Source: an optimization exercise on an open RTL-to-GDS flow (aim: small area and a short achievable clock period). Production flows keep margins and buffers that such runs may drop.
No functional check of the RTL was part of any run shown here.

### flow/run.sh
#!/bin/bash
# synth_recipe.tcl (not shown) runs the flow's synth.tcl, then flattens the netlist and writes it again
# the make line also repeats each setting of config.mk as NAME=value (left out here)
make -C /OpenROAD-flow-scripts/flow DESIGN_CONFIG=/design/flow/config.mk WORK_HOME=/design/flow/orfs CLKGATE_MAP_FILE= SYNTH_SCRIPT=/design/flow/synth_recipe.tcl finish
### flow/config.mk
export PLATFORM = sky130hd
export DESIGN_NAME = fir_filter
export DESIGN_NICKNAME = fir_filter
export VERILOG_FILES = /design/flow/design.v
export SDC_FILE = /design/flow/constraint.sdc
export NUM_CORES = 4
export LEC_CHECK = 0
export ABC_AREA = 1
export CAP_MARGIN = 20
export CORE_MARGIN = 2
export CORE_UTILIZATION = 60
export CTS_BUF_LIST = sky130_fd_sc_hd__clkbuf_8
export CTS_CLUSTER_SIZE = 30
export SETUP_SLACK_MARGIN = 0.2
export SLEW_MARGIN = 20
export SYNTH_MEMORY_MAX_BITS = 65536
### flow/constraint.sdc
create_clock -name core_clock -period 13.5 [get_ports {clk}]
set_input_delay 2.7000 -clock core_clock [delete_from_list [all_inputs] [get_ports {clk}]]
set_output_delay 2.7000 -clock core_clock [all_outputs]
set_load 0.01 [all_outputs]
### flow/design.v
module counter (
    input clk,
    input rst,
    input clk_enable,
    output phase,
    output reg [5:0] age,
    output reg [6:0] since,
    output reg [5:0] filled
);
  reg [5:0] tap_count;
  assign phase = clk_enable && (tap_count == 6'd0);
  always @(posedge clk, posedge rst) begin
    if (rst) begin
      tap_count <= 6'd0;
      since     <= 7'd127;
      filled    <= 6'd0;
    end else begin
      if (clk_enable) tap_count <= tap_count + 6'd1;
      if (phase) since <= 7'd1;
      else if (since != 7'd127) since <= since + 7'd1;
      if (phase && filled != 6'd63) filled <= filled + 6'd1;
    end
  end
  always @(posedge clk) begin
    age <= phase ? age : age - 6'd1;
  end
endmodule
module coeff_rom (
    input  [2:0] filter_sel,
    input  [4:0] tap,
    output reg sign,
    output reg [12:0] magnitude
);
  always @(*) begin
    case ({filter_sel, tap})
      8'd0: {sign, magnitude} = {1'b1, 13'd10};
      8'd1: {sign, magnitude} = {1'b1, 13'd31};
      8'd2: {sign, magnitude} = {1'b1, 13'd53};
      8'd3: {sign, magnitude} = {1'b1, 13'd72};
      8'd4: {sign, magnitude} = {1'b1, 13'd87};
      8'd5: {sign, magnitude} = {1'b1, 13'd89};
      8'd6: {sign, magnitude} = {1'b1, 13'd73};
      8'd7: {sign, magnitude} = {1'b1, 13'd31};
      8'd8: {sign, magnitude} = {1'b0, 13'd38};
      8'd9: {sign, magnitude} = {1'b0, 13'd131};
      8'd10: {sign, magnitude} = {1'b0, 13'd235};
      8'd11: {sign, magnitude} = {1'b0, 13'd330};
      8'd12: {sign, magnitude} = {1'b0, 13'd391};
      8'd13: {sign, magnitude} = {1'b0, 13'd391};
      8'd14: {sign, magnitude} = {1'b0, 13'd306};
      8'd15: {sign, magnitude} = {1'b0, 13'd125};
      8'd16: {sign, magnitude} = {1'b1, 13'd145};
      8'd17: {sign, magnitude} = {1'b1, 13'd479};
      8'd18: {sign, magnitude} = {1'b1, 13'd827};
      8'd19: {sign, magnitude} = {1'b1, 13'd1127};
      8'd20: {sign, magnitude} = {1'b1, 13'd1301};
      8'd21: {sign, magnitude} = {1'b1, 13'd1275};
      8'd22: {sign, magnitude} = {1'b1, 13'd989};
      8'd23: {sign, magnitude} = {1'b1, 13'd405};
      8'd24: {sign, magnitude} = {1'b0, 13'd477};
      8'd25: {sign, magnitude} = {1'b0, 13'd1621};
      8'd26: {sign, magnitude} = {1'b0, 13'd2949};
      8'd27: {sign, magnitude} = {1'b0, 13'd4351};
      8'd28: {sign, magnitude} = {1'b0, 13'd5698};
      8'd29: {sign, magnitude} = {1'b0, 13'd6857};
      8'd30: {sign, magnitude} = {1'b0, 13'd7707};
      8'd31: {sign, magnitude} = {1'b0, 13'd8156};
      8'd32: {sign, magnitude} = {1'b1, 13'd10};
      8'd33: {sign, magnitude} = {1'b1, 13'd21};
      8'd34: {sign, magnitude} = {1'b1, 13'd6};
      8'd35: {sign, magnitude} = {1'b0, 13'd44};
      8'd36: {sign, magnitude} = {1'b0, 13'd120};
      8'd37: {sign, magnitude} = {1'b0, 13'd188};
      8'd38: {sign, magnitude} = {1'b0, 13'd194};
      8'd39: {sign, magnitude} = {1'b0, 13'd92};
      8'd40: {sign, magnitude} = {1'b1, 13'd112};
      8'd41: {sign, magnitude} = {1'b1, 13'd347};
      8'd42: {sign, magnitude} = {1'b1, 13'd495};
      8'd43: {sign, magnitude} = {1'b1, 13'd458};
      8'd44: {sign, magnitude} = {1'b1, 13'd238};
      8'd45: {sign, magnitude} = {1'b0, 13'd43};
      8'd46: {sign, magnitude} = {1'b0, 13'd202};
      8'd47: {sign, magnitude} = {1'b0, 13'd120};
      8'd48: {sign, magnitude} = {1'b1, 13'd139};
      8'd49: {sign, magnitude} = {1'b1, 13'd316};
      8'd50: {sign, magnitude} = {1'b1, 13'd92};
      8'd51: {sign, magnitude} = {1'b0, 13'd685};
      8'd52: {sign, magnitude} = {1'b0, 13'd1804};
      8'd53: {sign, magnitude} = {1'b0, 13'd2685};
      8'd54: {sign, magnitude} = {1'b0, 13'd2627};
      8'd55: {sign, magnitude} = {1'b0, 13'd1197};
      8'd56: {sign, magnitude} = {1'b1, 13'd1410};
      8'd57: {sign, magnitude} = {1'b1, 13'd4305};
      8'd58: {sign, magnitude} = {1'b1, 13'd6208};
      8'd59: {sign, magnitude} = {1'b1, 13'd6033};
      8'd60: {sign, magnitude} = {1'b1, 13'd3466};
      8'd61: {sign, magnitude} = {1'b0, 13'd760};
      8'd62: {sign, magnitude} = {1'b0, 13'd5096};
      8'd63: {sign, magnitude} = {1'b0, 13'd7822};
      8'd64: {sign, magnitude} = {1'b1, 13'd9};
      8'd65: {sign, magnitude} = {1'b1, 13'd3};
      8'd66: {sign, magnitude} = {1'b0, 13'd46};
      8'd67: {sign, magnitude} = {1'b0, 13'd89};
      8'd68: {sign, magnitude} = {1'b0, 13'd40};
      8'd69: {sign, magnitude} = {1'b1, 13'd120};
      8'd70: {sign, magnitude} = {1'b1, 13'd249};
      8'd71: {sign, magnitude} = {1'b1, 13'd150};
      8'd72: {sign, magnitude} = {1'b0, 13'd182};
      8'd73: {sign, magnitude} = {1'b0, 13'd447};
      8'd74: {sign, magnitude} = {1'b0, 13'd315};
      8'd75: {sign, magnitude} = {1'b1, 13'd151};
      8'd76: {sign, magnitude} = {1'b1, 13'd483};
      8'd77: {sign, magnitude} = {1'b1, 13'd341};
      8'd78: {sign, magnitude} = {1'b0, 13'd31};
      8'd79: {sign, magnitude} = {1'b0, 13'd111};
      8'd80: {sign, magnitude} = {1'b1, 13'd128};
      8'd81: {sign, magnitude} = {1'b1, 13'd49};
      8'd82: {sign, magnitude} = {1'b0, 13'd723};
      8'd83: {sign, magnitude} = {1'b0, 13'd1391};
      8'd84: {sign, magnitude} = {1'b0, 13'd594};
      8'd85: {sign, magnitude} = {1'b1, 13'd1712};
      8'd86: {sign, magnitude} = {1'b1, 13'd3382};
      8'd87: {sign, magnitude} = {1'b1, 13'd1944};
      8'd88: {sign, magnitude} = {1'b0, 13'd2289};
      8'd89: {sign, magnitude} = {1'b0, 13'd5542};
      8'd90: {sign, magnitude} = {1'b0, 13'd3958};
      8'd91: {sign, magnitude} = {1'b1, 13'd1986};
      8'd92: {sign, magnitude} = {1'b1, 13'd7036};
      8'd93: {sign, magnitude} = {1'b1, 13'd5995};
      8'd94: {sign, magnitude} = {1'b0, 13'd787};
      8'd95: {sign, magnitude} = {1'b0, 13'd7209};
      8'd96: {sign, magnitude} = {1'b1, 13'd8};
      8'd97: {sign, magnitude} = {1'b0, 13'd15};
      8'd98: {sign, magnitude} = {1'b0, 13'd57};
      8'd99: {sign, magnitude} = {1'b1, 13'd9};
      8'd100: {sign, magnitude} = {1'b1, 13'd136};
      8'd101: {sign, magnitude} = {1'b1, 13'd55};
      8'd102: {sign, magnitude} = {1'b0, 13'd221};
      8'd103: {sign, magnitude} = {1'b0, 13'd202};
      8'd104: {sign, magnitude} = {1'b1, 13'd245};
      8'd105: {sign, magnitude} = {1'b1, 13'd396};
      8'd106: {sign, magnitude} = {1'b0, 13'd144};
      8'd107: {sign, magnitude} = {1'b0, 13'd517};
      8'd108: {sign, magnitude} = {1'b0, 13'd49};
      8'd109: {sign, magnitude} = {1'b1, 13'd423};
      8'd110: {sign, magnitude} = {1'b1, 13'd150};
      8'd111: {sign, magnitude} = {1'b0, 13'd97};
      8'd112: {sign, magnitude} = {1'b1, 13'd112};
      8'd113: {sign, magnitude} = {1'b0, 13'd235};
      8'd114: {sign, magnitude} = {1'b0, 13'd896};
      8'd115: {sign, magnitude} = {1'b1, 13'd142};
      8'd116: {sign, magnitude} = {1'b1, 13'd2035};
      8'd117: {sign, magnitude} = {1'b1, 13'd783};
      8'd118: {sign, magnitude} = {1'b0, 13'd2997};
      8'd119: {sign, magnitude} = {1'b0, 13'd2617};
      8'd120: {sign, magnitude} = {1'b1, 13'd3081};
      8'd121: {sign, magnitude} = {1'b1, 13'd4912};
      8'd122: {sign, magnitude} = {1'b0, 13'd1811};
      8'd123: {sign, magnitude} = {1'b0, 13'd6808};
      8'd124: {sign, magnitude} = {1'b0, 13'd721};
      8'd125: {sign, magnitude} = {1'b1, 13'd7421};
      8'd126: {sign, magnitude} = {1'b1, 13'd3787};
      8'd127: {sign, magnitude} = {1'b0, 13'd6319};
      8'd128: {sign, magnitude} = {1'b1, 13'd7};
      8'd129: {sign, magnitude} = {1'b0, 13'd29};
      8'd130: {sign, magnitude} = {1'b0, 13'd17};
      8'd131: {sign, magnitude} = {1'b1, 13'd93};
      8'd132: {sign, magnitude} = {1'b0, 13'd13};
      8'd133: {sign, magnitude} = {1'b0, 13'd181};
      8'd134: {sign, magnitude} = {1'b1, 13'd118};
      8'd135: {sign, magnitude} = {1'b1, 13'd246};
      8'd136: {sign, magnitude} = {1'b0, 13'd299};
      8'd137: {sign, magnitude} = {1'b0, 13'd212};
      8'd138: {sign, magnitude} = {1'b1, 13'd476};
      8'd139: {sign, magnitude} = {1'b1, 13'd51};
      8'd140: {sign, magnitude} = {1'b0, 13'd502};
      8'd141: {sign, magnitude} = {1'b1, 13'd128};
      8'd142: {sign, magnitude} = {1'b1, 13'd281};
      8'd143: {sign, magnitude} = {1'b0, 13'd79};
      8'd144: {sign, magnitude} = {1'b1, 13'd92};
      8'd145: {sign, magnitude} = {1'b0, 13'd440};
      8'd146: {sign, magnitude} = {1'b0, 13'd272};
      8'd147: {sign, magnitude} = {1'b1, 13'd1447};
      8'd148: {sign, magnitude} = {1'b0, 13'd200};
      8'd149: {sign, magnitude} = {1'b0, 13'd2582};
      8'd150: {sign, magnitude} = {1'b1, 13'd1602};
      8'd151: {sign, magnitude} = {1'b1, 13'd3188};
      8'd152: {sign, magnitude} = {1'b0, 13'd3754};
      8'd153: {sign, magnitude} = {1'b0, 13'd2625};
      8'd154: {sign, magnitude} = {1'b1, 13'd5970};
      8'd155: {sign, magnitude} = {1'b1, 13'd670};
      8'd156: {sign, magnitude} = {1'b0, 13'd7317};
      8'd157: {sign, magnitude} = {1'b1, 13'd2251};
      8'd158: {sign, magnitude} = {1'b1, 13'd7084};
      8'd159: {sign, magnitude} = {1'b0, 13'd5186};
      8'd160: {sign, magnitude} = {1'b1, 13'd5};
      8'd161: {sign, magnitude} = {1'b0, 13'd33};
      8'd162: {sign, magnitude} = {1'b1, 13'd38};
      8'd163: {sign, magnitude} = {1'b1, 13'd27};
      8'd164: {sign, magnitude} = {1'b0, 13'd130};
      8'd165: {sign, magnitude} = {1'b1, 13'd146};
      8'd166: {sign, magnitude} = {1'b1, 13'd25};
      8'd167: {sign, magnitude} = {1'b0, 13'd280};
      8'd168: {sign, magnitude} = {1'b1, 13'd341};
      8'd169: {sign, magnitude} = {1'b0, 13'd44};
      8'd170: {sign, magnitude} = {1'b0, 13'd384};
      8'd171: {sign, magnitude} = {1'b1, 13'd497};
      8'd172: {sign, magnitude} = {1'b0, 13'd147};
      8'd173: {sign, magnitude} = {1'b0, 13'd280};
      8'd174: {sign, magnitude} = {1'b1, 13'd317};
      8'd175: {sign, magnitude} = {1'b0, 13'd59};
      8'd176: {sign, magnitude} = {1'b1, 13'd69};
      8'd177: {sign, magnitude} = {1'b0, 13'd496};
      8'd178: {sign, magnitude} = {1'b1, 13'd594};
      8'd179: {sign, magnitude} = {1'b1, 13'd422};
      8'd180: {sign, magnitude} = {1'b0, 13'd1957};
      8'd181: {sign, magnitude} = {1'b1, 13'd2086};
      8'd182: {sign, magnitude} = {1'b1, 13'd333};
      8'd183: {sign, magnitude} = {1'b0, 13'd3638};
      8'd184: {sign, magnitude} = {1'b1, 13'd4283};
      8'd185: {sign, magnitude} = {1'b0, 13'd546};
      8'd186: {sign, magnitude} = {1'b0, 13'd4822};
      8'd187: {sign, magnitude} = {1'b1, 13'd6546};
      8'd188: {sign, magnitude} = {1'b0, 13'd2134};
      8'd189: {sign, magnitude} = {1'b0, 13'd4920};
      8'd190: {sign, magnitude} = {1'b1, 13'd7994};
      8'd191: {sign, magnitude} = {1'b0, 13'd3853};
      8'd192: {sign, magnitude} = {1'b1, 13'd3};
      8'd193: {sign, magnitude} = {1'b0, 13'd25};
      8'd194: {sign, magnitude} = {1'b1, 13'd59};
      8'd195: {sign, magnitude} = {1'b0, 13'd82};
      8'd196: {sign, magnitude} = {1'b1, 13'd64};
      8'd197: {sign, magnitude} = {1'b1, 13'd19};
      8'd198: {sign, magnitude} = {1'b0, 13'd159};
      8'd199: {sign, magnitude} = {1'b1, 13'd304};
      8'd200: {sign, magnitude} = {1'b0, 13'd370};
      8'd201: {sign, magnitude} = {1'b1, 13'd285};
      8'd202: {sign, magnitude} = {1'b0, 13'd49};
      8'd203: {sign, magnitude} = {1'b0, 13'd245};
      8'd204: {sign, magnitude} = {1'b1, 13'd445};
      8'd205: {sign, magnitude} = {1'b0, 13'd440};
      8'd206: {sign, magnitude} = {1'b1, 13'd246};
      8'd207: {sign, magnitude} = {1'b0, 13'd36};
      8'd208: {sign, magnitude} = {1'b1, 13'd42};
      8'd209: {sign, magnitude} = {1'b0, 13'd386};
      8'd210: {sign, magnitude} = {1'b1, 13'd931};
      8'd211: {sign, magnitude} = {1'b0, 13'd1282};
      8'd212: {sign, magnitude} = {1'b1, 13'd964};
      8'd213: {sign, magnitude} = {1'b1, 13'd264};
      8'd214: {sign, magnitude} = {1'b0, 13'd2156};
      8'd215: {sign, magnitude} = {1'b1, 13'd3947};
      8'd216: {sign, magnitude} = {1'b0, 13'd4647};
      8'd217: {sign, magnitude} = {1'b1, 13'd3533};
      8'd218: {sign, magnitude} = {1'b0, 13'd611};
      8'd219: {sign, magnitude} = {1'b0, 13'd3225};
      8'd220: {sign, magnitude} = {1'b1, 13'd6484};
      8'd221: {sign, magnitude} = {1'b0, 13'd7718};
      8'd222: {sign, magnitude} = {1'b1, 13'd6209};
      8'd223: {sign, magnitude} = {1'b0, 13'd2373};
      8'd224: {sign, magnitude} = {1'b0, 13'd10};
      8'd225: {sign, magnitude} = {1'b1, 13'd31};
      8'd226: {sign, magnitude} = {1'b0, 13'd52};
      8'd227: {sign, magnitude} = {1'b1, 13'd72};
      8'd228: {sign, magnitude} = {1'b0, 13'd86};
      8'd229: {sign, magnitude} = {1'b1, 13'd89};
      8'd230: {sign, magnitude} = {1'b0, 13'd73};
      8'd231: {sign, magnitude} = {1'b1, 13'd31};
      8'd232: {sign, magnitude} = {1'b1, 13'd38};
      8'd233: {sign, magnitude} = {1'b0, 13'd130};
      8'd234: {sign, magnitude} = {1'b1, 13'd234};
      8'd235: {sign, magnitude} = {1'b0, 13'd329};
      8'd236: {sign, magnitude} = {1'b1, 13'd390};
      8'd237: {sign, magnitude} = {1'b0, 13'd389};
      8'd238: {sign, magnitude} = {1'b1, 13'd305};
      8'd239: {sign, magnitude} = {1'b0, 13'd125};
      8'd240: {sign, magnitude} = {1'b0, 13'd145};
      8'd241: {sign, magnitude} = {1'b1, 13'd477};
      8'd242: {sign, magnitude} = {1'b0, 13'd825};
      8'd243: {sign, magnitude} = {1'b1, 13'd1124};
      8'd244: {sign, magnitude} = {1'b0, 13'd1297};
      8'd245: {sign, magnitude} = {1'b1, 13'd1272};
      8'd246: {sign, magnitude} = {1'b0, 13'd986};
      8'd247: {sign, magnitude} = {1'b1, 13'd404};
      8'd248: {sign, magnitude} = {1'b1, 13'd476};
      8'd249: {sign, magnitude} = {1'b0, 13'd1617};
      8'd250: {sign, magnitude} = {1'b1, 13'd2941};
      8'd251: {sign, magnitude} = {1'b0, 13'd4340};
      8'd252: {sign, magnitude} = {1'b1, 13'd5684};
      8'd253: {sign, magnitude} = {1'b0, 13'd6839};
      8'd254: {sign, magnitude} = {1'b1, 13'd7687};
      8'd255: {sign, magnitude} = {1'b0, 13'd8135};
      default: {sign, magnitude} = 14'd0;
    endcase
  end
endmodule
module coeffs (
    input clk,
    input [2:0] filter_sel,
    input [5:0] age,
    input [6:0] since,
    input [5:0] filled,
    output reg [12:0] magnitude_q,
    output reg negative_q
);
  reg [2:0] sel_q;
  wire rom_sign;
  wire [12:0] rom_magnitude;
  coeff_rom u_coeff_rom (
      .filter_sel(sel_q),
      .tap(age[5] ? ~age[4:0] : age[4:0]),
      .sign(rom_sign),
      .magnitude(rom_magnitude)
  );
  wire use_slot = (age <= filled) && (filled != 6'd0) && (since <= 7'd64);
  always @(posedge clk) begin
    sel_q <= filter_sel;
    magnitude_q <= use_slot ? rom_magnitude : 13'd0;
    negative_q <= rom_sign ^ ((sel_q == 3'd7) && age[5]);
  end
endmodule
module delay_pipeline (
    input clk,
    input phase,
    input [5:0] age,
    input signed [15:0] filter_in,
    output signed [15:0] sample_q
);
  reg signed [15:0] newest;
  reg signed [15:0] ring[0:63];
  integer i;
  wire signed [15:0] sample = (age[5:1] == 5'd0) ? newest : ring[0];
  assign sample_q = ring[63];
  always @(posedge clk) begin
    if (phase) newest <= filter_in;
    for (i = 0; i < 63; i = i + 1) ring[i] <= ring[i+1];
    ring[63] <= sample;
  end
endmodule
module compute (
    input clk,
    input rst,
    input phase,
    input [6:0] since,
    input [5:0] filled,
    input signed [15:0] sample_q,
    input [12:0] magnitude_q,
    input negative_q,
    output reg signed [15:0] filter_out
);
  localparam W = 34;
  function automatic [2*W-1:0] csa(input [W-1:0] a, input [W-1:0] b, input [W-1:0] c);
    csa = {(a & b | a & c | b & c) << 1, a ^ b ^ c};
  endfunction
  wire [14:0] mx = {1'b0, magnitude_q, 1'b0};
  reg [W-1:0] rows[0:6];
  reg [W-1:0] negs;
  integer j;
  reg neg, one, two;
  reg [16:0] y;
  reg [17:0] r;
  always @(*) begin
    negs = {W{1'b0}};
    for (j = 0; j < 7; j = j + 1) begin
      neg = mx[2*j+2] ^ negative_q;
      one = mx[2*j+1] ^ mx[2*j];
      two = (mx[2*j+2] & ~mx[2*j+1] & ~mx[2*j]) | (~mx[2*j+2] & mx[2*j+1] & mx[2*j]);
      y = one ? {sample_q[15], sample_q} : two ? {sample_q, 1'b0} : 17'd0;
      r = {y[16], y} ^ {18{neg}};
      rows[j] = {{(W - 18) {1'b0}}, ~r[17], r[16:0]} << (2 * j);
      negs[2*j] = neg;
    end
  end
  localparam [W-1:0] CONST = -((34'd1 << 17) + (34'd1 << 19) + (34'd1 << 21) + (34'd1 << 23) +
                               (34'd1 << 25) + (34'd1 << 27) + (34'd1 << 29));
  reg [W-1:0] acc_s, acc_c;
  reg signed [15:0] result;
  wire first = (since == 7'd2);
  wire [W-1:0] s_in = first ? {W{1'b0}} : acc_s;
  wire [W-1:0] c_in = first ? {W{1'b0}} : acc_c;
  wire [W-1:0] s1, c1, s2, c2, s3, c3, s4, c4, s5, c5, s6, c6, s7, c7, s8, c8;
  assign {c1, s1} = csa(rows[0], rows[1], rows[2]);
  assign {c2, s2} = csa(rows[3], rows[4], rows[5]);
  assign {c3, s3} = csa(rows[6], negs | CONST, s_in);
  assign {c4, s4} = csa(s1, c1, s2);
  assign {c5, s5} = csa(c2, s3, c3);
  assign {c6, s6} = csa(s4, c4, s5);
  assign {c7, s7} = csa(s6, c6, c5);
  assign {c8, s8} = csa(s7, c7, c_in);
  wire [W-1:0] acc = acc_s + acc_c;
  wire sat_pos = ~acc[33] & acc[32];
  wire sat_neg = acc[33] & ~acc[32];
  wire [15:0] acc_sat = sat_pos ? 16'h7fff : sat_neg ? 16'h8000 : acc[31:16];
  always @(posedge clk) begin
    acc_s <= s8;
    acc_c <= c8;
  end
  always @(posedge clk, posedge rst) begin
    if (rst) begin
      result <= 16'sd0;
      filter_out <= 16'sd0;
    end else begin
      if (first) result <= (filled[5:1] != 5'd0) ? acc_sat : 16'd0;
      if (phase) filter_out <= result;
    end
  end
endmodule
module fir_filter (
    input clk,
    input rst,
    input clk_enable,
    input [2:0] filter_sel,
    input  signed [15:0] filter_in,
    output signed [15:0] filter_out
);
  wire phase;
  wire [5:0] age;
  wire [6:0] since;
  wire [5:0] filled;
  wire signed [15:0] sample_q;
  wire negative_q;
  wire [12:0] magnitude_q;
  counter u_counter (
      .clk(clk),
      .rst(rst),
      .clk_enable(clk_enable),
      .phase(phase),
      .age(age),
      .since(since),
      .filled(filled)
  );
  delay_pipeline u_delay_pipeline (
      .clk(clk),
      .phase(phase),
      .age(age),
      .filter_in(filter_in),
      .sample_q(sample_q)
  );
  coeffs u_coeffs (
      .clk(clk),
      .filter_sel(filter_sel),
      .age(age),
      .since(since),
      .filled(filled),
      .magnitude_q(magnitude_q),
      .negative_q(negative_q)
  );
  compute u_compute (
      .clk(clk),
      .rst(rst),
      .phase(phase),
      .since(since),
      .filled(filled),
      .sample_q(sample_q),
      .magnitude_q(magnitude_q),
      .negative_q(negative_q),
      .filter_out(filter_out)
  );
endmodule
==> flow_summary_export.csv, run 1 <==
group,metric,value,unit
run_status,status,"finished clean",
routing,postRouteWirelength,98600,um
global_routing,met1_usage,40.1,%
synth,muxShareOfSynthArea,0.475,%
synth,netlist_area,38000,um^2
floorplan,ios,38,
routing,wire_per_inst,21.6,um
timing,max_slew.worst_pin.slew,0.961,ns
synth,synth_fa_ha_area_share,11.1,%
global_routing,track_usage,30.6,%
global_routing,grt_pass1_vias,25400,
layout,final_common_cell,"dfxtp_1",
timing,timing.final.crit_share,36.2,%
synth,yosysWarnings,7,
synth,synthFlopType,"dfxtp_1",
worst_setup_path,r2r-start,"u_coeffs.magnitude_q[1]",
hold_path,hold_path_end,"u_delay_pipeline.ring[23][2]",
hold_path,hold_path_depth,0,
synth,synth_xor_area_share,3.86,%
hold_path,min_from,"u_delay_pipeline.ring[24][2]",
worst_setup_path,rr_worst_depth,13,
clocking,cts.clk_slew.worst_paths,0.07,ns
clocking,numClockSinks,1179,
global_routing,grtUsageMet3,7.42,%
synth,ys_seq_elements,1179,
layout,mostFrequentLayoutCells,"dfxtp_1, nand2_1, inv_1",
worst_setup_path,cp.arrival,5.56,ns
timing,fin_worst_skew,0.0804,ns
clocking,cts_tree,"done",
hold_path,hp-class,"register to register",
floorplan,rows,92,
synth,async_reset_ff_share,4.33,%
global_routing,antenna_found_initial,5,
clocking,clkLatencyLatePin,0.84,ns
routing,drtAntennaViolNets,0,
timing,max_freq,205,MHz
worst_setup_path,critPathRequiredTime,14.18,ns
timing,whs,0.282,ns
synth,synth-edff-count,22,
synth,ys_types,45,
placed_design,routabilityCongestion,0.947,
worst_setup_path,cp-start-kind,"register",
clocking,cts-root-buf,"clkbuf_8",
timing,final_hold_viol_count,0,
global_routing,grt_pass1_wl,152000,um
floorplan,die_h,256,um
clocking,cts_buffer_depth,3,
synth,syn_area_per_cell,11.0,um^2
worst_setup_path,crit_type,"register to register",
worst_setup_path,cp_max_fo,18,
synth,synth_compound_area_share,5.53,%
run,drv_cap,0,
timing,rsz0062_at_grt,"false",
timing,setup_tns,0,ns
floorplan,design.core.area,62900,um^2
worst_setup_path,ff2ff_setup_slack,8.62,ns
routing,via_per_inst,5.27,
clocking,cts_setup_buffers,0,
worst_setup_path,end_kind,"register",
clocking,cts_htree_levels,4,
synth,syn-instance-count,3461,
layout,syn2layout_area_growth,12.2,%
placed_design,hpwl,66100,um
layout,final_cells,4562,
synth,synth_nets,3743,
layout,drive_above_1_share,8.40,%
synth,synthSimpleGateAreaFrac,10.4,%
global_routing,use_met2,50.0,%
clocking,hold_buffers,0,
clocking,cts.repair.resized,0,
routing,drt_iter0_markers,2134,
global_routing,gr-total-overflow,0,
floorplan,initial_core_util,60.4,%
global_routing,grt_max_degree,58,
timing,final.min_clock_period,4.88,ns
clocking,cts_inserted_buffers,160,
global_routing,busiest_layer,"met2",
routing,drtPass1Iterations,8,
floorplan,dieArea,65300,um^2
timing,slew_violations,0,
layout,nets,3868,
worst_setup_path,reg2reg_to,"u_compute.acc_s[13]",
routing,drc,0,
placed_design,placed_cells,4270,
timing,setup_viol,0,
placed_design,portBuffers,37,
timing,relSlewSlack,35.8,%
synth,synth_seq_area_share,63.5,%
routing,num_vias,24000,
synth,synth_top_family_by_area,"adder cells",
floorplan,fp.dieW,256,um
cell families (layout without fill, tap and decap cells):
family / after synthesis / after routing
flops: 1179 / 1179
simple gates: 979 / 979
buf+inv: 496 / 749
compound gates: 367 / 367
fa+ha+maj: 260 / 260
xor+xnor: 164 / 164
mux: 16 / 16
other cells: 0 / 2
registers in the layout (all words and copies together) (netlist names):
signal                   cells
u_delay_pipeline.newest     16
u_delay_pipeline.ring     1024
u_coeffs.sel_q               3
u_compute.acc_c             31
u_coeffs.magnitude_q        13
u_counter.tap_count          6
u_counter.age                6
u_counter.filled             6
u_coeffs.negative_q          1
u_compute.acc_s             34
u_compute.result            16
u_counter.since              7
u_compute.filter_out        16
critical path: stages, from the launching register on:
cell     delay, ns
dfxtp_1       0.40
xnor2_2       0.75
nand2_1       0.54
o22ai_1       0.30
xor2_1        0.24
fa_1          0.44
inv_1         0.08
fa_1          0.42
fa_1          0.49
inv_1         0.05
fa_1          0.48
inv_1         0.05
fa_1          0.47
inv_1         0.04
worst max-delay path by stage:
stage | startpoint | endpoint | slack, ns | depth (start not counted)
floorplan | clk_enable | u_delay_pipeline.newest[0] | 9.28 | 5
CTS | u_coeffs.magnitude_q[1] | u_compute.acc_s[13] | 8.73 | 13
finish | u_coeffs.magnitude_q[1] | u_compute.acc_s[13] | 8.62 | 13
global route | u_coeffs.magnitude_q[1] | u_compute.acc_s[13] | 8.49 | 13
detailed placement | clk_enable | u_delay_pipeline.newest[9] | 8.01 | 6
global placement | clk_enable | u_delay_pipeline.newest[14] | 8.12 | 6
through the flow:
step	setup WS [ns]	area [um^2]	utilization [%]
final	8.62	42600	67.7
after CTS	8.73	42600	67.7
after global placement	8.12	39200	62.3
after detailed placement	8.01	39200	62.3
after floorplan	9.28	38000	-
after global routing	8.49	42600	67.7
cell usage after synthesis, types with 44 or more instances:
master	n	area, um^2
a21oi_1	96	480
clkbuf_1	51	191
dfrtp_1	44	1100
dfxtp_1	1106	22100
fa_1	129	2580
ha_1	131	1640
inv_1	386	1450
nand2_1	661	2480
nand3_1	139	696
nor2_1	129	484
o21ai_0	110	551
o22ai_1	95	594
xor2_1	143	1250
metal layers:
layer / part of all wire [%] / vias up
li1: - / 11200
met1: 42 / 11700
met2: 47 / 990
met3: 7.6 / 209
met4: 2.8 / 2
met5: 0.023 / -
final cells by class:
cell class,count,area (um^2)
Fill cell,4295,20300
Clock inverter,87,608
Clock buffer,203,2790
Tap cell,846,1060
Sequential cell,1179,24100
Timing Repair Buffer,64,573
Inverter,395,1480
Multi-Input combinational cell,1786,12000
Antenna cell,2,5.00
==> inputs of run 2 (changes only) <==
--- a/flow/config.mk
+++ b/flow/config.mk
@@ -9,7 +9,5 @@
 export CAP_MARGIN = 20
 export CORE_MARGIN = 2
-export CORE_UTILIZATION = 60
-export CTS_BUF_LIST = sky130_fd_sc_hd__clkbuf_8
-export CTS_CLUSTER_SIZE = 30
+export CORE_UTILIZATION = 40
 export SETUP_SLACK_MARGIN = 0.2
 export SLEW_MARGIN = 20
==> flow_summary_export.csv, run 2 <==
group,metric,value,unit
run_status,status,"finished clean",
layout,largest_register,"u_delay_pipeline.ring",
layout,antenna-diode-count,0,
global_routing,antenna_found_initial,1,
global_routing,grt_max_degree,58,
timing,timing.final.crit_share,35.5,%
timing,setup_viol,0,
global_routing,gr-total-overflow,0,
synth,synth-edff-count,22,
timing,fin_worst_skew,0.0623,ns
layout,largest_register_ffs,1024,
timing,slew_violations,0,
clocking,cts_tree,"done",
layout,syn2layout_area_growth,14.5,%
worst_setup_path,critPathRequiredTime,14.03,ns
layout,n_fill_cell,8718,
clocking,cts.repair.resized,0,
global_routing,track_usage,17.5,%
synth,synthTopCellsByArea,"dfxtp_1, fa_1, nand2_1",
routing,via_per_inst,4.67,
routing,wire_per_inst,17.4,um
routing,num_vias,22800,
clocking,cts_inserted_buffers,106,
placed_design,hpwl,58000,um
placed_design,portBuffers,37,
floorplan,ios,38,
placed_design,routabilityCongestion,0.986,
worst_setup_path,cp_max_fo,18,
routing,drt_iter0_markers,1810,
floorplan,design.core.area,93600,um^2
clocking,numClockSinks,1179,
floorplan,die_h,312,um
synth,synth_seq_area_share,63.5,%
clocking,hold_buffers,0,
layout,drive_above_1_share,7.04,%
timing,max_slew.worst_pin.slew,1.23,ns
timing,max_freq,209,MHz
floorplan,rows,112,
layout,final_cells,4875,
timing,relSlewSlack,18.0,%
layout,final_common_cell,"dfxtp_1",
floorplan,fp.dieW,312,um
routing,wl_met3,5320,um
floorplan,initial_core_util,40.5,%
routing,drtPass1Iterations,7,
synth,syn_area_per_cell,11.0,um^2
placed_design,placed_area,39700,um^2
routing,wl_met1,39600,um
layout,fin_area,43500,um^2
clocking,clkLatencyLatePin,0.68,ns
worst_setup_path,crit_type,"register to register",
synth,synth_nets,3743,
layout,final_util,46.4,%
synth,synth_top_area_share,58.3,%
timing,setup_tns,0,ns
worst_setup_path,end_kind,"register",
clocking,cts_setup_buffers,0,
synth,yosysMostFrequentCell,"dfxtp_1",
clocking,cts-root-buf,"clkbuf_16",
routing,postRouteWirelength,84800,um
synth,synth_top_area_cell,"dfxtp_1",
worst_setup_path,cp-start-kind,"register",
routing,drtAntennaViolNets,0,
clocking,cts.clk_slew.worst_paths,0.06,ns
hold_path,hp-class,"register to register",
synth,netlist_area,38000,um^2
placed_design,placed_cells,4678,
worst_setup_path,cp.arrival,5.32,ns
routing,top_layer,"met4",
layout,mostFrequentLayoutCells,"dfxtp_1, nand2_1, inv_1",
clocking,cts_buffer_depth,3,
synth,synth.top_cells.by_count,"dfxtp_1, nand2_1, inv_1",
global_routing,grt_pass1_vias,22600,
routing,met2_length,36500,um
routing,drc,0,
clocking,cts_htree_levels,3,
timing,final.min_clock_period,4.79,ns
placed_design,post-place-ws,8.58,ns
synth,syn-instance-count,3461,
synth,synthFlopType,"dfxtp_1",
layout,reg.largest.list,"u_delay_pipeline.ring (1024), u_compute.acc_s (34), u_compute.acc_c (31)",
layout,nets,3814,
global_routing,grt_pass1_wl,133000,um
synth,ys_seq_elements,1179,
timing,finalWorstSetupSlack,8.71,ns
synth,ys_types,45,
floorplan,dieArea,97400,um^2
timing,final_hold_viol_count,0,
synth,yosysWarnings,7,
synth,async_reset_ff_share,4.33,%
run,drv_cap,0,
timing,rsz0062_at_grt,"false",
[run 2: cell count changes in the layout (fill, tap and decap cells not counted), moves of 5 or more]
cell and change:
inv_16 -5, clkbuf_16 +109, inv_1 -53, bufinv_16 +9, clkbuf_8 -180, clkbuf_1 +19
[run 2: cell families after synthesis]
| group | after synthesis | share of synthesized area [%] |
|---|---|---|
| compound gates | 367 | 5.53 |
| buf+inv | 496 | 5.12 |
| fa+ha+maj | 260 | 11.1 |
| xor+xnor | 164 | 3.86 |
| simple gates | 979 | 10.4 |
| flops | 1179 | 63.5 |
| mux | 16 | 0.475 |
[run 2: final cells by class]
| class | instances | area [um^2] | share of cell area [%] |
|---|---|---|---|
| flip-flops and latches | 1179 | 24100 | 55.4 |
| well taps | 1254 | 1570 | 3.61 |
| repair buffers | 64 | 573 | 1.32 |
| clock inverters | 46 | 682 | 1.57 |
| clock buffers | 151 | 3120 | 7.17 |
| multi-input cells | 1786 | 12000 | 27.5 |
| inverters | 395 | 1480 | 3.41 |
[run 2: through the flow]
stage,hold WS (ns)
2_1_floorplan,0.310
3_3_place_gp,0.310
3_5_place_dp,0.312
4_1_cts,0.283
5_1_grt,0.309
6_report,0.290
[run 2: metal layers]
metal | vias to the layer above | global-route usage, %
li1 | 11000 | -
met3 | 190 | 2.99
met4 | 0 | 7.33
met1 | 10900 | 24.8
met5 | - | 0
met2 | 655 | 26.5
[run 2: worst max-delay path: stages (launching register included)]
cell and delay (ns):
dfxtp_1 0.37, xnor2_2 0.72, nand2_1 0.56, o22ai_1 0.30, xor2_1 0.22, fa_1 0.43, inv_1 0.08, fa_1 0.42
fa_1 0.49, inv_1 0.05, fa_1 0.47, inv_1 0.05, fa_1 0.47, inv_1 0.03
[run 2: path summary, 6_finish.rpt]
kind,from,endpoint,slack (ns),cells after the start
worst max-delay path,u_coeffs.magnitude_q[1],u_compute.acc_s[13],8.71,13
worst min-delay path,u_delay_pipeline.ring[5][0],u_delay_pipeline.ring[4][0],0.29,0
worst max register to register,u_coeffs.magnitude_q[1],u_compute.acc_s[13],8.71,13
worst min register to register,u_delay_pipeline.ring[5][0],u_delay_pipeline.ring[4][0],0.29,0
max in group asynchronous,rst,u_counter.filled[0],10.53,3
min in group asynchronous,rst,u_counter.tap_count[5],2.51,3
==> inputs of run 3 (changes only) <==
--- a/flow/design.v
+++ b/flow/design.v
@@ -300,6 +300,7 @@
     input [6:0] since,
     input [5:0] filled,
-    output reg [12:0] magnitude_q,
-    output reg negative_q
+    output reg [6:0] neg_q,
+    output reg [6:0] one_q,
+    output reg [6:0] two_q
 );
   reg [2:0] sel_q;
@@ -313,8 +314,14 @@
   );
   wire use_slot = (age <= filled) && (filled != 6'd0) && (since <= 7'd64);
+  wire negative = rom_sign ^ ((sel_q == 3'd7) && age[5]);
+  wire [14:0] mx = {1'b0, use_slot ? rom_magnitude : 13'd0, 1'b0};
+  integer j;
   always @(posedge clk) begin
     sel_q <= filter_sel;
-    magnitude_q <= use_slot ? rom_magnitude : 13'd0;
-    negative_q <= rom_sign ^ ((sel_q == 3'd7) && age[5]);
+    for (j = 0; j < 7; j = j + 1) begin
+      neg_q[j] <= mx[2*j+2] ^ negative;
+      one_q[j] <= mx[2*j+1] ^ mx[2*j];
+      two_q[j] <= (mx[2*j+2] & ~mx[2*j+1] & ~mx[2*j]) | (~mx[2*j+2] & mx[2*j+1] & mx[2*j]);
+    end
   end
 endmodule
@@ -344,6 +351,7 @@
     input [5:0] filled,
     input signed [15:0] sample_q,
-    input [12:0] magnitude_q,
-    input negative_q,
+    input [6:0] neg_q,
+    input [6:0] one_q,
+    input [6:0] two_q,
     output reg signed [15:0] filter_out
 );
@@ -352,39 +360,33 @@
     csa = {(a & b | a & c | b & c) << 1, a ^ b ^ c};
   endfunction
-  wire [14:0] mx = {1'b0, magnitude_q, 1'b0};
   reg [W-1:0] rows[0:6];
-  reg [W-1:0] negs;
   integer j;
-  reg neg, one, two;
   reg [16:0] y;
   reg [17:0] r;
   always @(*) begin
-    negs = {W{1'b0}};
     for (j = 0; j < 7; j = j + 1) begin
-      neg = mx[2*j+2] ^ negative_q;
-      one = mx[2*j+1] ^ mx[2*j];
-      two = (mx[2*j+2] & ~mx[2*j+1] & ~mx[2*j]) | (~mx[2*j+2] & mx[2*j+1] & mx[2*j]);
-      y = one ? {sample_q[15], sample_q} : two ? {sample_q, 1'b0} : 17'd0;
-      r = {y[16], y} ^ {18{neg}};
+      y = one_q[j] ? {sample_q[15], sample_q} : two_q[j] ? {sample_q, 1'b0} : 17'd0;
+      r = {y[16], y} ^ {18{neg_q[j]}};
       rows[j] = {{(W - 18) {1'b0}}, ~r[17], r[16:0]} << (2 * j);
-      negs[2*j] = neg;
     end
   end
   localparam [W-1:0] CONST = -((34'd1 << 17) + (34'd1 << 19) + (34'd1 << 21) + (34'd1 << 23) +
                                (34'd1 << 25) + (34'd1 << 27) + (34'd1 << 29));
+  wire [W-1:0] negs = {{(W - 13) {1'b0}}, neg_q[6], 1'b0, neg_q[5], 1'b0, neg_q[4], 1'b0,
+                       neg_q[3], 1'b0, neg_q[2], 1'b0, neg_q[1], 1'b0, neg_q[0]};
   reg [W-1:0] acc_s, acc_c;
+  reg first;   
   reg signed [15:0] result;
-  wire first = (since == 7'd2);
   wire [W-1:0] s_in = first ? {W{1'b0}} : acc_s;
   wire [W-1:0] c_in = first ? {W{1'b0}} : acc_c;
   wire [W-1:0] s1, c1, s2, c2, s3, c3, s4, c4, s5, c5, s6, c6, s7, c7, s8, c8;
-  assign {c1, s1} = csa(rows[0], rows[1], rows[2]);
-  assign {c2, s2} = csa(rows[3], rows[4], rows[5]);
-  assign {c3, s3} = csa(rows[6], negs | CONST, s_in);
-  assign {c4, s4} = csa(s1, c1, s2);
-  assign {c5, s5} = csa(c2, s3, c3);
-  assign {c6, s6} = csa(s4, c4, s5);
-  assign {c7, s7} = csa(s6, c6, c5);
-  assign {c8, s8} = csa(s7, c7, c_in);
+  assign {c1, s1} = csa(s_in, c_in, negs | CONST);
+  assign {c2, s2} = csa(rows[0], rows[1], rows[2]);
+  assign {c3, s3} = csa(rows[3], rows[4], rows[5]);
+  assign {c4, s4} = csa(rows[6], s1, c1);
+  assign {c5, s5} = csa(s2, c2, s3);
+  assign {c6, s6} = csa(c3, s4, c4);
+  assign {c7, s7} = csa(s5, c5, s6);
+  assign {c8, s8} = csa(s7, c7, c6);
   wire [W-1:0] acc = acc_s + acc_c;
   wire sat_pos = ~acc[33] & acc[32];
@@ -394,4 +396,5 @@
     acc_s <= s8;
     acc_c <= c8;
+    first <= (since == 7'd1);
   end
   always @(posedge clk, posedge rst) begin
@@ -418,6 +421,5 @@
   wire [5:0] filled;
   wire signed [15:0] sample_q;
-  wire negative_q;
-  wire [12:0] magnitude_q;
+  wire [6:0] neg_q, one_q, two_q;
   counter u_counter (
       .clk(clk),
@@ -442,6 +444,7 @@
       .since(since),
       .filled(filled),
-      .magnitude_q(magnitude_q),
-      .negative_q(negative_q)
+      .neg_q(neg_q),
+      .one_q(one_q),
+      .two_q(two_q)
   );
   compute u_compute (
@@ -452,6 +455,7 @@
       .filled(filled),
       .sample_q(sample_q),
-      .magnitude_q(magnitude_q),
-      .negative_q(negative_q),
+      .neg_q(neg_q),
+      .one_q(one_q),
+      .two_q(two_q),
       .filter_out(filter_out)
   );
--- a/flow/config.mk
+++ b/flow/config.mk
@@ -9,5 +9,6 @@
 export CAP_MARGIN = 20
 export CORE_MARGIN = 2
-export CORE_UTILIZATION = 40
+export CORE_UTILIZATION = 65
+export CTS_BUF_LIST = sky130_fd_sc_hd__clkbuf_4
 export SETUP_SLACK_MARGIN = 0.2
 export SLEW_MARGIN = 20
==> flow_summary_export.csv, run 3 <==
group,metric,value,unit
run_status,status,"finished clean",
routing,via_per_inst,5.70,
worst_setup_path,ff2ff_setup_slack,8.57,ns
hold_path,hp-class,"register to register",
worst_setup_path,cp_max_fo,9,
worst_setup_path,crit_type,"register to register",
synth,synth_top_area_cell,"dfxtp_1",
placed_design,placed_cells,4396,
routing,wire_per_inst,23.4,um
timing,setup_viol,0,
synth,syn-instance-count,3681,
floorplan,initial_core_util,66.0,%
global_routing,grt_pass1_vias,29900,
clocking,cts_inserted_buffers,285,
routing,drt_iter0_markers,3148,
layout,fin_area,43500,um^2
worst_setup_path,cp-start-kind,"register",
clocking,cts.repair.resized,0,
run,drv_cap,0,
layout,reg.largest.list,"u_delay_pipeline.ring (1024), u_compute.acc_s (34), u_compute.acc_c (32)",
synth,async_reset_ff_share,4.29,%
worst_setup_path,cp.arrival,5.83,ns
floorplan,fp.dieW,249,um
floorplan,dieArea,62200,um^2
worst_setup_path,end_kind,"register",
routing,num_vias,27800,
floorplan,ios,38,
layout,drive_above_1_share,12.9,%
layout,final_cells,4875,
synth,synth_seq_area_share,62.0,%
global_routing,grt_max_degree,75,
timing,final_hold_viol_count,0,
timing,fin_worst_skew,0.115,ns
timing,slew_violations,0,
layout,final_common_cell,"dfxtp_1",
synth,synth.top_cells.by_count,"dfxtp_1, nand2_1, inv_1",
routing,drtAntennaViolNets,0,
synth,synth-edff-count,22,
placed_design,hpwl,69300,um
floorplan,design.core.area,59200,um^2
synth,synthFlopType,"dfxtp_1",
timing,whs,0.227,ns
global_routing,antenna_found_initial,12,
timing,timing.final.crit_share,36.5,%
clocking,cts_setup_buffers,0,
clocking,cts_buffer_depth,4,
routing,drc,0,
placed_design,routabilityCongestion,0.987,
synth,syn_area_per_cell,10.6,um^2
synth,ys_types,52,
synth,synth_top_area_share,57.1,%
clocking,cts.clk_slew.worst_paths,0.08,ns
clocking,hold_buffers,0,
clocking,cts-root-buf,"clkbuf_4",
timing,max_freq,203,MHz
global_routing,track_usage,37.2,%
global_routing,gr-total-overflow,0,
synth,yosysWarnings,7,
layout,syn2layout_area_growth,11.2,%
timing,rsz0062_at_grt,"false",
floorplan,rows,89,
clocking,numClockSinks,1188,
layout,nets,4202,
synth,synth_nets,3972,
worst_setup_path,critPathRequiredTime,14.41,ns
floorplan,die_h,249,um
layout,largest_register,"u_delay_pipeline.ring",
timing,relSlewSlack,17.5,%
timing,max_slew.worst_pin.slew,1.24,ns
placed_design,portBuffers,37,
synth,yosysMostFrequentCell,"dfxtp_1",
timing,final.min_clock_period,4.93,ns
clocking,cts_tree,"done",
timing,setup_tns,0,ns
global_routing,grt_pass1_wl,173000,um
clocking,clkLatencyLatePin,1.09,ns
synth,ys_seq_elements,1188,
synth,synthTopCellsByArea,"dfxtp_1, fa_1, nand2_1",
routing,postRouteWirelength,114000,um
synth,netlist_area,39100,um^2
placed_design,placed_area,40100,um^2
layout,largest_register_ffs,1024,
layout,mostFrequentLayoutCells,"dfxtp_1, nand2_1, clkbuf_4",
routing,drtPass1Iterations,12,
clocking,cts_htree_levels,5,
## run 3: cell types whose count changed in the layout (fill, tap and decap cells not counted), sizes merged, moves of 9 or more
| cell | change |
|---|---|
| o211ai | -14 |
| o21ai | +168 |
| nor2 | +43 |
| o22ai | -94 |
| clkinv | +25 |
| ha | +11 |
| buf | -9 |
| dfxtp | +9 |
| nand3 | +137 |
| xnor2 | -15 |
| a31oi | -13 |
| inv | +15 |
| clkbuf | +263 |
| a21oi | -17 |
## run 3: layer usage
| metal | vias up | part of all wire [%] | global-route usage, % |
|---|---|---|---|
| li1 | 12200 | - | - |
| met1 | 13000 | 35 | 39.9 |
| met2 | 1859 | 47 | 60.3 |
| met3 | 745 | 9.9 | 13.3 |
| met4 | 12 | 8.0 | 27.8 |
| met5 | - | 0.17 | 1.47 |
## run 3: logic make-up after synthesis
group           synth area share (%)
buf+inv                         5.37
simple gates                    12.6
fa+ha+maj                       11.0
compound gates                  5.11
flops                           62.0
mux                            0.460
xor+xnor                        3.42
## run 3: worst max-delay path, cell delays in order (launching register included)
cell,delay [ns]
dfxtp_1,0.82
inv_1,0.34
o21ai_0,0.27
o21ai_0,0.17
xor2_1,0.84
fa_1,0.59
inv_1,0.20
fa_1,0.51
inv_1,0.12
fa_1,0.45
fa_1,0.46
## run 3: per-stage QoR
| stage | worst slack (ns) | utilization (%) |
|---|---|---|
| after floorplan | 9.28 | - |
| after global placement | 8.11 | 67.6 |
| after detailed placement | 8.10 | 67.6 |
| after CTS | 8.79 | 73.4 |
| after global routing | 8.59 | 73.4 |
| final | 8.57 | 73.4 |
## run 3: final timing paths
check                                             start  cells past startpoint                     endpoint
min in group asynchronous                           rst                      2       u_counter.tap_count[3]
max                        u_delay_pipeline.ring[63][7]                     10           u_compute.acc_s[8]
max reg2reg                u_delay_pipeline.ring[63][7]                     10           u_compute.acc_s[8]
min                         u_delay_pipeline.ring[7][4]                      0  u_delay_pipeline.ring[6][4]
max in group asynchronous                           rst                      2          u_counter.filled[2]
min reg2reg                 u_delay_pipeline.ring[7][4]                      0  u_delay_pipeline.ring[6][4]
## run 3: area by class of cell
cell class | count | area [um^2]
Inverter | 412 | 1550
Antenna cell | 8 | 20.0
Clock inverter | 56 | 304
Timing Repair Buffer | 55 | 505
Sequential cell | 1188 | 24300
Fill cell | 3768 | 15700
Clock buffer | 414 | 3110
Tap cell | 773 | 967
Multi-Input combinational cell | 1969 | 12800
==> inputs of run 4 (changes only) <==
==> flow/flow/run.sh (new file) <==
#!/bin/bash
# Own layout flow: the standard layout (standard.sh: ORFS synthesis and
# place-and-route, same config and constraints), with these changes:
#  - ABC maps the logic with flow/abc.script in place of ORFS's script
#    (registers and their names are untouched: ABC sees only the
#    combinational logic),
#  - the port buffers that ORFS inserts are sky130_fd_sc_hd__buf_4,
#  - clock tree synthesis uses clkbuf_8 for the leaf (sink cluster) buffers and
#    clkbuf_16 above them.
# ORFS's scripts are copied into this folder and only the ABC scripts replaced.
# Every tool's output is in orfs/logs/ (one log per step) and flow_make.log.
set -euo pipefail
W="$(pwd)"
rm -rf "$W/scripts_own"
cp -r "$FLOW_HOME/scripts" "$W/scripts_own"
cp "$W/flow/abc.script" "$W/scripts_own/abc_area.script"
cp "$W/flow/abc.script" "$W/scripts_own/abc_speed.script"
export SCRIPTS_DIR="$W/scripts_own"
export BUFFER_PORTS_ARGS="-buffer_cell sky130_fd_sc_hd__buf_4"
export CTS_ARGS="-sink_clustering_enable -repair_clock_nets -root_buf sky130_fd_sc_hd__clkbuf_16 -tree_buf sky130_fd_sc_hd__clkbuf_16 -sink_clustering_buffer sky130_fd_sc_hd__clkbuf_8"
bash "$W/standard.sh" > "$W/flow_make.log" 2>&1
==> flow/flow/abc.script (new file) <==
strash
dc2
dch -f
map
topo
stime -c
buffer -c
upsize -c
dnsize -c
==> flow/standard.sh (new file) <==
#!/bin/bash
# synth_recipe.tcl (not shown) runs the flow's synth.tcl, then flattens the netlist and writes it again
# the make line also repeats each setting of config.mk as NAME=value (left out here)
make -C /OpenROAD-flow-scripts/flow DESIGN_CONFIG=/design/flow/config.mk WORK_HOME=/design/flow/orfs CLKGATE_MAP_FILE= SYNTH_SCRIPT=/design/flow/synth_recipe.tcl "${@:-finish}"
--- a/flow/config.mk
+++ b/flow/config.mk
@@ -9,6 +9,5 @@
 export CAP_MARGIN = 20
 export CORE_MARGIN = 2
-export CORE_UTILIZATION = 65
-export CTS_BUF_LIST = sky130_fd_sc_hd__clkbuf_4
+export CORE_UTILIZATION = 60
 export SETUP_SLACK_MARGIN = 0.2
 export SLEW_MARGIN = 20
removed: flow/run.sh
==> flow_summary_export.csv, run 4 <==
group,metric,value,unit
layout,largest_register,"u_delay_pipeline.ring",
clocking,cts_buffer_depth,3,
routing,drtPass1Iterations,6,
clocking,cts_htree_levels,4,
layout,syn2layout_area_growth,12.5,%
clocking,numClockSinks,1188,
floorplan,fp.dieW,254,um
global_routing,grt_max_degree,70,
synth,ys_seq_elements,1188,
routing,postRouteWirelength,87800,um
timing,slew_violations,0,
timing,setup_tns,0,ns
synth,synth-edff-count,22,
synth,synth_top_area_cell,"dfxtp_1",
timing,fin_worst_skew,0.0379,ns
global_routing,antenna_found_initial,0,
placed_design,portBuffers,37,
synth,async_reset_ff_share,4.29,%
routing,drc,0,
run,drv_cap,0,
routing,num_vias,22500,
timing,whs,0.302,ns
synth,ys_types,58,
clocking,hold_buffers,0,
clocking,cts_inserted_buffers,163,
routing,wire_per_inst,20.7,um
routing,drtAntennaViolNets,0,
floorplan,ios,38,
synth,synth_nets,3456,
floorplan,dieArea,64300,um^2
global_routing,gr-total-overflow,0,
synth,synth.top_cells.by_count,"dfxtp_1, inv_1, a21oi_1",
layout,final_util,68.2,%
layout,nets,3567,
synth,yosysMostFrequentCell,"dfxtp_1",
synth,synth_top_family_by_area,"adder cells",
worst_setup_path,cpLargestDelayFamily,"buffers and inverters",
worst_setup_path,end_kind,"register",
clocking,cts-root-buf,"clkbuf_16",
synth,synthSimpleGateAreaFrac,5.96,%
floorplan,rows,91,
synth,synthTopCellsByArea,"dfxtp_1, fa_1, ha_1",
worst_setup_path,cp-start-kind,"input port",
placed_design,placed_cells,3948,
floorplan,design.core.area,61600,um^2
worst_setup_path,critPathMaxStageDelay,0.52,ns
clocking,cts_tree,"done",
synth,syn-instance-count,3165,
timing,max_slew.worst_pin.slew,1.16,ns
layout,largest_register_ffs,1024,
synth,synth_fa_ha_area_share,11.6,%
global_routing,track_usage,28.1,%
run_status,status,"finished clean",
worst_setup_path,cp_num_buf_inv,4,
timing,timing.final.crit_share,35.0,%
worst_setup_path,worstPathCellList,"buf_4 -> nand2_1 -> nor2_4 -> buf_4 -> inv_1 -> a31oi_1 -> inv_1 -> nor2_1 -> nand3_1 -> nor3_1 -> xor2_1",
worst_setup_path,slowest_stage,"a31oi_1",
clocking,cts.clk_slew.worst_paths,0.07,ns
timing,max_freq,212,MHz
timing,setup_viol,0,
placed_design,post-place-ws,8.16,ns
global_routing,grt_pass1_vias,23700,
clocking,cts.repair.resized,0,
layout,drive_above_1_share,10.7,%
floorplan,initial_core_util,60.7,%
clocking,cts_setup_buffers,0,
worst_setup_path,cp_max_fo,47,
synth,yosysWarnings,7,
placed_design,routabilityCongestion,0.988,
clocking,clkLatencyLatePin,0.69,ns
synth,synth_top_area_share,59.7,%
timing,finalWorstSetupSlack,8.78,ns
timing,final_hold_viol_count,0,
timing,final.min_clock_period,4.72,ns
hold_path,hp-class,"register to register",
floorplan,die_h,254,um
synth,syn_area_per_cell,11.8,um^2
layout,final_common_cell,"dfxtp_1",
synth,synth_seq_area_share,64.9,%
layout,mostFrequentLayoutCells,"dfxtp_1, inv_1, a21oi_1",
global_routing,grt_pass1_wl,135000,um
placed_design,hpwl,57100,um
routing,via_per_inst,5.29,
worst_setup_path,cp.arrival,5.32,ns
worst_setup_path,crit_type,"input port to register",
layout,final_cells,4244,
timing,relSlewSlack,22.6,%
synth,synthFlopType,"dfxtp_1",
synth,synth_xor_area_share,3.77,%
synth,synth_compound_area_share,8.47,%
layout,reg.largest.list,"u_delay_pipeline.ring (1024), u_compute.acc_s (34), u_compute.acc_c (32)",
synth,netlist_area,37400,um^2
routing,drt_iter0_markers,2239,
timing,rsz0062_at_grt,"false",
worst_setup_path,critPathRequiredTime,14.09,ns
synth,muxShareOfSynthArea,0.509,%
[run 4: layout make-up]
class	instances	area (um^2)
Antenna cell	1	2.50
Tap cell	837	1050
Inverter	360	1350
Multi-Input combinational cell	1505	11300
Sequential cell	1188	24300
Fill cell	4208	19600
Clock buffer	256	3160
Timing Repair Buffer	58	443
Clock inverter	39	407
[run 4: worst register-to-register path: stages, from the launching register on]
cell,delay (ns)
edfxtp_1,0.64
inv_2,0.12
nand2_1,0.09
nand2_1,0.36
ha_1,0.64
inv_1,0.13
nor2_1,0.72
nor2_1,0.22
nand2_1,0.25
a22oi_1,0.12
a21oi_1,0.15
o21ai_0,0.09
o211ai_1,0.12
nand2_1,0.10
nor2_1,0.49
nand2_1,0.10
o21a_1,0.13
a21oi_1,0.10
[run 4: layer usage]
layer / global-route usage, % / vias to the layer above / wire length, um / part of all wire [%]
li1: - / 10500 / - / -
met1: 34.5 / 10800 / 35100 / 40
met2: 46.2 / 971 / 41900 / 48
met3: 6.94 / 258 / 6590 / 7.5
met4: 14.3 / 0 / 4210 / 4.8
met5: 0 / - / 0 / 0
[run 4: path summary, 6_finish.rpt]
path	from	endpoint	slack [ns]	cells past startpoint
max	clk_enable	u_counter.filled[5]	8.78	11
min	u_delay_pipeline.ring[12][5]	u_delay_pipeline.ring[11][5]	0.30	0
max reg2reg	u_counter.age[5]	u_coeffs.two_q[5]	8.84	17
min reg2reg	u_delay_pipeline.ring[12][5]	u_delay_pipeline.ring[11][5]	0.30	0
max in group asynchronous	rst	u_counter.filled[2]	10.79	2
min in group asynchronous	rst	u_compute.result[7]	2.18	2
[run 4: per-stage QoR]
| stage | instance area [um^2] |
|---|---|
| finish | 42000 |
| global route | 42000 |
| CTS | 42000 |
| detailed placement | 38500 |
| global placement | 38400 |
| floorplan | 37400 |
[run 4: cell families (layout without fill, tap and decap cells)]
family / Yosys count / in the layout
xor gates and xnor gates: 160 / 160
buffers and inverters: 472 / 713
AOI/OAI and AO/OA: 523 / 523
adders and majority gates: 269 / 269
other: 0 / 1
muxes: 17 / 17
DFF: 1188 / 1188
and+or+nand+nor: 536 / 536

port drivers added, routing unchanged:
No port has a modelled driver above. Below, the same layouts with a new extraction and two added sets of constraints. Step 1 sets driving cells, clkbuf_16 on the clock port and buf_2 on the other inputs (assumed; they add their load-dependent delay and slew). Step 2 also shifts input and output timing later by t, the mid clock arrival at the registers, as if the neighbouring blocks saw the same clock. Three values: ideal ports, drivers, drivers and shift; two values: the first two.
run | t, ns | setup slack, ns | worst slew at a driven data input, ns
run 1 | 0.861 | 8.619 / 8.619 / 7.920 | 0.05
run 2 | 0.724 | 8.713 / 8.713 / 8.573 | 0.06
run 3 | 1.106 | 8.572 / 8.572 / 7.813 | 0.05
run 4 | 0.726 | 8.775 / 8.806 / 8.081 | 0.06
After both steps setup and hold are still met in every run listed. The setup slack of run 3, which loses most, moves by 0.000 ns with the drivers and by -0.759 ns with both steps.
